This design comes from an exercise in tuning for small area, a short achievable clock period and few clock cycles on the open sky130 flow, not from production work.
The RTL was checked by simulation tests, not by an equivalence proof against the original design.
Power is estimated from default activity; no workload was simulated.

==> 01-19 <==
Design vec_accel, start of the top module:
module vec_accel (
        input  logic       clk,
        input  logic       rst_l,
        input  logic [7:0] in_data,
        input  logic       in_valid,
        output logic       in_ready,
        output logic [7:0] out_data,
        output logic       out_valid
    );
    localparam int LANES = 4;               
    localparam int K     = 16 / LANES;      
    localparam int KB    = $clog2(K);
    localparam int LB    = $clog2(LANES);
    localparam int CW    = 8 * LANES;       
    localparam int D     = 3;               
    localparam int WS    = K - D;           
    localparam int Q     = 4;               
    localparam int QB    = $clog2(Q);
    localparam int NR    = 16;              
    logic [KB-1:0] phase;
    always_ff @(posedge clk, negedge rst_l)
        if (!rst_l) phase <= '0;
        else        phase <= phase + 1'b1;
    logic [NR-1:0][K-1:0][CW-1:0] ring;
    logic [NR-1:0] wr_en;
    logic [CW-1:0] wr_data;
    genvar gr, gs;
    generate
        for (gr = 0; gr < NR; gr++) begin : g_reg
            for (gs = 0; gs < K; gs++) begin : g_stage
                if (gs == WS) begin : g_w
                    always_ff @(posedge clk)
                        ring[gr][gs] <= wr_en[gr] ? wr_data : ring[gr][(gs + 1) % K];
                end else begin : g_s
                    always_ff @(posedge clk)
                        ring[gr][gs] <= ring[gr][(gs + 1) % K];
                end
            end
        end
    endgenerate
    typedef enum logic [2:0] {S_LO, S_HI, S_LEN, S_SCAL, S_VEC} fstate_t;
    typedef enum logic [3:0] {
        F_NOP, F_LOAD, F_BCAST, F_RET, F_MOV, F_VVI, F_VV, F_VSI, F_VSA, F_RED
    } fkind_t;
    fstate_t    fst;
    fkind_t     fk;
    logic [7:0] inst_lo, inst_hi;
    logic [4:0] len_r;
    logic [7:0] scal_r;
    logic [3:0] idx;
    logic       vec_last;
    logic       vec_last2;      
    logic [15:0][7:0] imm;
  ...
export LEC_CHECK = 0
export ABC_CLOCK_PERIOD_IN_PS = 3500
export CAP_MARGIN = 20
export CORE_MARGIN = 2
export CORE_UTILIZATION = 40
export PLACE_DENSITY = 0.6
export SLEW_MARGIN = 20
create_clock -name core_clock -period 10.0 [get_ports {clk}]
standard.sh (not shown) runs the stock make flow with config.mk's settings and CLKGATE_MAP_FILE= SYNTH_SCRIPT=/design/flow/synth_recipe.tcl, a recipe that flattens the netlist after the stock synthesis.
==> flow/flow/run.sh <==
#!/bin/bash
set -euo pipefail
MARGIN=6.7
sed "s/CLKGATE_MAP_FILE= /CLKGATE_MAP_FILE= SETUP_SLACK_MARGIN=${MARGIN} /" standard.sh > standard_margin.sh
bash standard_margin.sh > flow.log 2>&1
==> 03-14: changes against 01-19 <==
--- a/flow/design.v
+++ b/flow/design.v
@@ -195,11 +195,11 @@
             vec_last2 <= 1'b0;
             imm_we_oh <= '0;
             imm_owned <= 1'b0;
             p_valid   <= 1'b0;
             cnt_res   <= '0;
-            in_ready  <= 1'b1;
+            in_ready  <= 1'b0;
         end else begin
             imm_we_oh <= (take && fst == S_VEC) ? 16'(1) << idx : '0;
             p_valid   <= push_d;
             cnt_res   <= cnt_res_n;
             fst       <= fst_n;
@@ -211,11 +211,12 @@
                 vec_last2 <= {1'b0, idx} + 5'd3 == len_r;
             imm_owned <= imm_owned_n;
             if (take && fst == S_HI)
                 fk <= hi_kind;
             in_ready  <= !(fst_n != S_LO && !(fst_n == S_VEC && !vec_last_n) && full_n) &&
-                         !(fst_n == S_VEC && idx_n == 4'd0 && imm_owned_n);
+                         !(fst_n == S_VEC && imm_owned_n &&
+                           ((take && fst == S_LEN) || (!take && idx == 4'd0)));
         end
     end
     always_ff @(posedge clk) begin
         if (take && fst == S_LO) inst_lo <= in_data;
         if (take && fst == S_HI) inst_hi <= in_data;
@@ -383,12 +384,17 @@
     logic [KB-1:0] scnt;
     logic [4:0] out_cnt;
     logic       out_nz;         
     logic [3:0] out_idx;
     logic [3:0] out_dly;
-    logic       red_pending;
-    logic [7:0] red_byte;
+    logic [3:0] tok;
+    logic [1:0] tok_wp, tok_rp;
+    logic [2:0] tok_cnt;
+    logic [1:0][7:0] rbf;             
+    logic       rbf_wp, rbf_rp;
+    logic [1:0] rbf_cnt;
+    logic [1:0] red_out;              
     logic [7:0] acc;
     logic x_valid, x_first, x_last, x_red, x_red_ret;
     logic y_valid, y_first, y_last, y_red, y_red_ret;
     logic red_busy, hazard, start, pop_ret, rgo, rgo_pend, rgo_direct;
     logic          rbusy;           
@@ -399,14 +405,12 @@
     logic [3:0]    rp_b;
     logic [4:0]    rp_len;
     logic          go_free;         
     assign cur_uses_b = cur.we && cur.bsel == B_VB;
     assign qh_uses_b  = qh.we && qh.bsel == B_VB;
-    assign red_busy = red_pending || (busy && cur.red && cur.red_ret) ||
-                      (x_red && x_red_ret) || (y_red && y_red_ret) ||
-                      (z_red && z_red_ret);
-    assign go_free  = !out_nz && !red_busy && (!rbusy || rcnt == KB'(K - 1));
+    assign red_busy = red_out == 2'd2;
+    assign go_free  = !out_nz && (!rbusy || rcnt == KB'(K - 1));
     logic cur_reading;
     assign cur_reading = busy && scnt != KB'(K - 1);
     assign rgo_pend = rpend && go_free &&
                       !(cur_reading && (cur_uses_b || (cur.we && cur.a == rp_b)));
     always_comb begin
@@ -415,11 +419,11 @@
             ((busy && cur.red && !cur.red_ret) || (x_red && !x_red_ret) ||
              (y_red && !y_red_ret)))
             hazard = 1'b1;
         if (qh_uses_b && ((rbusy && rcnt != KB'(K - 1)) || rgo_pend))
             hazard = 1'b1;
-        if (rpend && ((qh.we && qh.a == rp_b) || qh.ret || (qh.red && qh.red_ret)))
+        if (rpend && ((qh.we && qh.a == rp_b) || qh.ret))
             hazard = 1'b1;
         if (qh.red && qh.red_ret && red_busy)
             hazard = 1'b1;
     end
     assign start      = q_ne && !qh.ret && (!busy || scnt == KB'(K - 1)) && !hazard;
@@ -648,55 +652,77 @@
         if (z_red)
             racc <= rnext;
         if (z_red && z_last && !z_red_ret)
             acc <= rnext;
         if (z_red && z_red_ret && z_last)
-            red_byte <= rnext;
+            rbf[rbf_wp] <= rnext;
     end
     logic [KB-1:0] out_stage;
     logic [CW-1:0] out_chunk;
     logic          out_emit;
     logic          out_dz;      
     assign out_chunk = obuf[out_stage];
     assign out_emit  = out_nz && out_dz;
+    logic tok_head, tok_ne, emit_ring, emit_red, push_tok;
+    assign tok_ne    = tok_cnt != 3'd0;
+    assign tok_head  = tok[tok_rp];
+    assign emit_ring = tok_ne && tok_head && out_emit;
+    assign emit_red  = tok_ne && !tok_head && rbf_cnt != 2'd0;
+    assign push_tok  = (pop_ret && qh.len != 5'd0) || (start && qh.red && qh.red_ret);
+    always_ff @(posedge clk)
+        if (push_tok)
+            tok[tok_wp] <= qh.ret;
     always_ff @(posedge clk, negedge rst_l) begin
         if (!rst_l) begin
             out_cnt     <= '0;
             out_nz      <= 1'b0;
             out_stage   <= '0;
             out_idx     <= '0;
             out_dly     <= '0;
             out_dz      <= 1'b1;
-            red_pending <= 1'b0;
+            tok_wp      <= '0;
+            tok_rp      <= '0;
+            tok_cnt     <= '0;
+            rbf_wp      <= 1'b0;
+            rbf_rp      <= 1'b0;
+            rbf_cnt     <= '0;
+            red_out     <= '0;
             out_valid   <= 1'b0;
             out_data    <= 8'h00;
         end else begin
             out_valid <= 1'b0;
             if (out_dly != 4'd0)
                 out_dly <= out_dly - 1'b1;
             out_dz <= out_dly <= 4'd1;
             out_stage <= out_stage - 1'b1 +
-                         KB'(out_emit && out_idx[LB-1:0] == LB'(LANES - 1));
-            if (out_emit) begin
+                         KB'(emit_ring && out_idx[LB-1:0] == LB'(LANES - 1));
+            if (emit_ring) begin
                 out_valid <= 1'b1;
                 out_data  <= out_chunk[out_idx[LB-1:0]*8 +: 8];
                 out_idx   <= out_idx + 1'b1;
                 out_cnt   <= out_cnt - 1'b1;
                 out_nz    <= out_cnt != 5'd1;
-            end else if (!out_nz && red_pending) begin
-                out_valid   <= 1'b1;
-                out_data    <= red_byte;
-                red_pending <= 1'b0;
+            end else if (emit_red) begin
+                out_valid <= 1'b1;
+                out_data  <= rbf[rbf_rp];
+                rbf_rp    <= !rbf_rp;
             end
             if (rgo) begin
                 out_cnt   <= rgo_pend ? rp_len : qh.len;
                 out_nz    <= 1'b1;
                 out_idx   <= '0;
                 out_stage <= ~phase;
                 out_dly <= 4'(K);
                 out_dz  <= 1'b0;
             end
+            if (push_tok)
+                tok_wp <= tok_wp + 1'b1;
+            if ((emit_ring && out_cnt == 5'd1) || emit_red)
+                tok_rp <= tok_rp + 1'b1;
+            tok_cnt <= tok_cnt + push_tok - ((emit_ring && out_cnt == 5'd1) || emit_red);
             if (z_red && z_red_ret && z_last)
-                red_pending <= 1'b1;
+                rbf_wp <= !rbf_wp;
+            rbf_cnt <= rbf_cnt + (z_red && z_red_ret && z_last) - emit_red;
+            red_out <= red_out + (start && qh.red && qh.red_ret) - emit_red;
         end
     end
 endmodule
--- a/flow/config.mk
+++ b/flow/config.mk
@@ -7,7 +7,9 @@
 export LEC_CHECK = 0
 export ABC_CLOCK_PERIOD_IN_PS = 3500
 export CAP_MARGIN = 20
 export CORE_MARGIN = 2
 export CORE_UTILIZATION = 40
+export CTS_CLUSTER_DIAMETER = 106
+export CTS_CLUSTER_SIZE = 25
 export PLACE_DENSITY = 0.6
 export SLEW_MARGIN = 20
==> 10-23: changes against 01-19 <==
--- a/flow/design.v
+++ b/flow/design.v
@@ -300,86 +300,36 @@
         endcase
     end
     always_ff @(posedge clk)
         if (p_valid && lwe)
             vlen[inst_lo[3:0]] <= lnew;
-    typedef struct packed {
-        logic [3:0] kind;
-        logic [3:0] a;
-        logic [2:0] op;
-        logic [4:0] len;
-        logic [7:0] pay;
-    } qent_t;
-    localparam int QEW = 24;             
-    logic [Q-1:0][QEW-1:0] qmem;
-    qent_t ce, qc;
-    always_comb begin
-        ce      = '0;
-        ce.kind = fk;
-        ce.a    = inst_lo[3:0];
-        ce.op   = (fk == F_RED) ? {inst_hi[4], inst_lo[5:4]} : inst_lo[6:4];
-        ce.len  = pe.len;
-        ce.pay  = (fk == F_BCAST || fk == F_VSI) ? scal_r : {4'd0, inst_hi[3:0]};
-    end
+    localparam int OPW = 33;             
+    logic [Q-1:0][OPW-1:0] qmem;
     logic [QB-1:0] q_wp, q_rp;
     logic [Q-1:0]  q_cnt;          
     logic          q_ne;           
     assign q_ne = q_cnt[0];
     always_ff @(posedge clk)
         if (p_valid)
-            qmem[q_wp] <= ce;
+            qmem[q_wp] <= pe;
     always_ff @(posedge clk, negedge rst_l) begin
         if (!rst_l) begin
             q_wp  <= '0;
             q_rp  <= '0;
             q_cnt <= '0;
         end else begin
-            if (p_valid) q_wp <= (q_wp == QB'(Q - 1)) ? '0 : q_wp + 1'b1;
-            if (pop)     q_rp <= (q_rp == QB'(Q - 1)) ? '0 : q_rp + 1'b1;
+            if (p_valid) q_wp <= q_wp + 1'b1;
+            if (pop)     q_rp <= q_rp + 1'b1;
             case ({p_valid, pop})
                 2'b10: q_cnt <= {q_cnt[Q-2:0], 1'b1};
                 2'b01: q_cnt <= {1'b0, q_cnt[Q-1:1]};
                 default: ;
             endcase
         end
     end
     op_t qh;
-    assign qc = qmem[q_rp];
-    always_comb begin
-        qh      = '0;
-        qh.a    = qc.a;
-        qh.b    = qc.pay[3:0];
-        qh.op   = qc.op;
-        qh.len  = qc.len;
-        qh.scal = qc.pay;
-        case (qc.kind)
-            F_LOAD: begin
-                qh.we = 1'b1; qh.zero_a = 1'b1; qh.op = 3'b101; qh.bsel = B_IMM; qh.mask = 1'b1;
-                qh.own_imm = qc.len != 5'd0;
-            end
-            F_BCAST: begin
-                qh.we = 1'b1; qh.zero_a = 1'b1; qh.op = 3'b101; qh.bsel = B_SCAL; qh.mask = 1'b1;
-            end
-            F_MOV: begin
-                qh.we = 1'b1; qh.zero_a = 1'b1; qh.op = 3'b101; qh.bsel = B_VB;
-            end
-            F_RET: begin
-                qh.ret = 1'b1; qh.zero_a = 1'b1; qh.op = 3'b101; qh.bsel = B_VB;
-            end
-            F_VVI: begin
-                qh.we = 1'b1; qh.bsel = B_IMM; qh.mask = 1'b1;
-                qh.own_imm = qc.len != 5'd0;
-            end
-            F_VV:  begin qh.we = 1'b1; qh.bsel = B_VB; end
-            F_VSI: begin qh.we = 1'b1; qh.bsel = B_SCAL; end
-            F_VSA: begin qh.we = 1'b1; qh.bsel = B_ACC; end
-            F_RED: begin
-                qh.red = 1'b1; qh.red_ret = qc.op[2]; qh.op = {1'b0, qc.op[1:0]};
-            end
-            default: ;
-        endcase
-    end
+    assign qh = qmem[q_rp];
     op_t           cur;
     logic          busy;
     logic [KB-1:0] scnt;
     logic [4:0] out_cnt;
     logic       out_nz;         
--- a/flow/config.mk
+++ b/flow/config.mk
@@ -6,8 +6,8 @@
 export NUM_CORES = 4
 export LEC_CHECK = 0
 export ABC_CLOCK_PERIOD_IN_PS = 3500
 export CAP_MARGIN = 20
 export CORE_MARGIN = 2
-export CORE_UTILIZATION = 40
-export PLACE_DENSITY = 0.6
+export CORE_UTILIZATION = 55
+export PLACE_DENSITY = 0.7
 export SLEW_MARGIN = 20
==> run_results.csv <==
group,metric,value,unit
status,status,"timing/DRC/antenna clean",
placed_design,hpwl,156,mm
sta,fin_crit_sh,35.5,%
detailed_routing,vias,57134,
final_layout,final_layout_size_suffix_gt1_share,18.7,%
final_layout,inverters_excl_clock,292,
yosys,synth_area_leaders,"dfxtp_1, edfxtp_1, mux4_2",
power,switchingPower,0.0139,W
critical_path,cpMaxStageDelayCell,"dfstp_2",
final_layout,final-clk-cell-share,8.62,%
yosys,synth_compound_area_share,8.07,%
placed_design,routabilityCongestion,0.864,
final_layout,seqCellArea,62000,µm²
(the above is from 01-19)
==> run_results.csv <==
group,metric,value,unit
status,status,"timing/DRC/antenna clean",
sta,fin_crit_sh,35.8,%
placed_design,routabilityCongestion,0.909,
power,switchingPower,0.0134,W
final_layout,seqCellArea,63100,µm²
placed_design,hpwl,155,mm
yosys,synth_area_leaders,"dfxtp_1, edfxtp_1, mux4_2",
final_layout,final_layout_size_suffix_gt1_share,18.3,%
detailed_routing,vias,58805,
yosys,synth_compound_area_share,7.78,%
global_route,antenna_found_initial,7,
critical_path,cpMaxStageDelayCell,"dfstp_2",
(the above is from 10-23)
==> run_results.csv <==
group,metric,value,unit
placed_design,routabilityCongestion,0.867,
yosys,synth_compound_area_share,7.88,%
status,status,"timing/DRC/antenna clean",
critical_path,cpMaxStageDelayCell,"dfrtp_2",
sta,fin_crit_sh,34.2,%
detailed_routing,vias,57210,
final_layout,final_layout_size_suffix_gt1_share,16.4,%
(the above is from 03-14)
Testbench counts of 01-19, summed over its fixed seeds: cycles 24,302.
Testbench counts of 03-14, summed over its fixed seeds: cycles 23,948.
Testbench counts of 10-23, summed over its fixed seeds: cycles 24,302.

==> separate check: timing with driven ports <==
The results above use ideal ports. As a check the final layouts listed here were re-extracted and re-timed, cells and wires unchanged.
Step 1 assumes that a clkbuf_16 drives the clock port and a buf_2 every other input.
Step 2 adds t to the input delays and takes it off the output delays; t is the mean of the earliest and latest rising clock arrival at the registers after step 1. Input paths then give back, and output paths get back, about the clock's delay inside the block.
Slacks: no drivers / after step 1 / after step 2; pairs: no drivers / after step 1.
run	shift t [ns]	slack for setup (ns)	clock arrival spread, ns	worst slew at a driven data input, ns
01-19	0.986	6.448 / 6.357 / 5.718	0.081 / 0.082	0.07
03-14	0.907	6.578 / 6.493 / 5.858	0.051 / 0.051	0.06
10-23	0.987	6.416 / 6.329 / 5.652	0.100 / 0.100	0.07
After both steps setup and hold are still met in every run listed. The setup slack of 10-23, which loses most, moves by -0.087 ns with the drivers and by -0.764 ns with both steps.
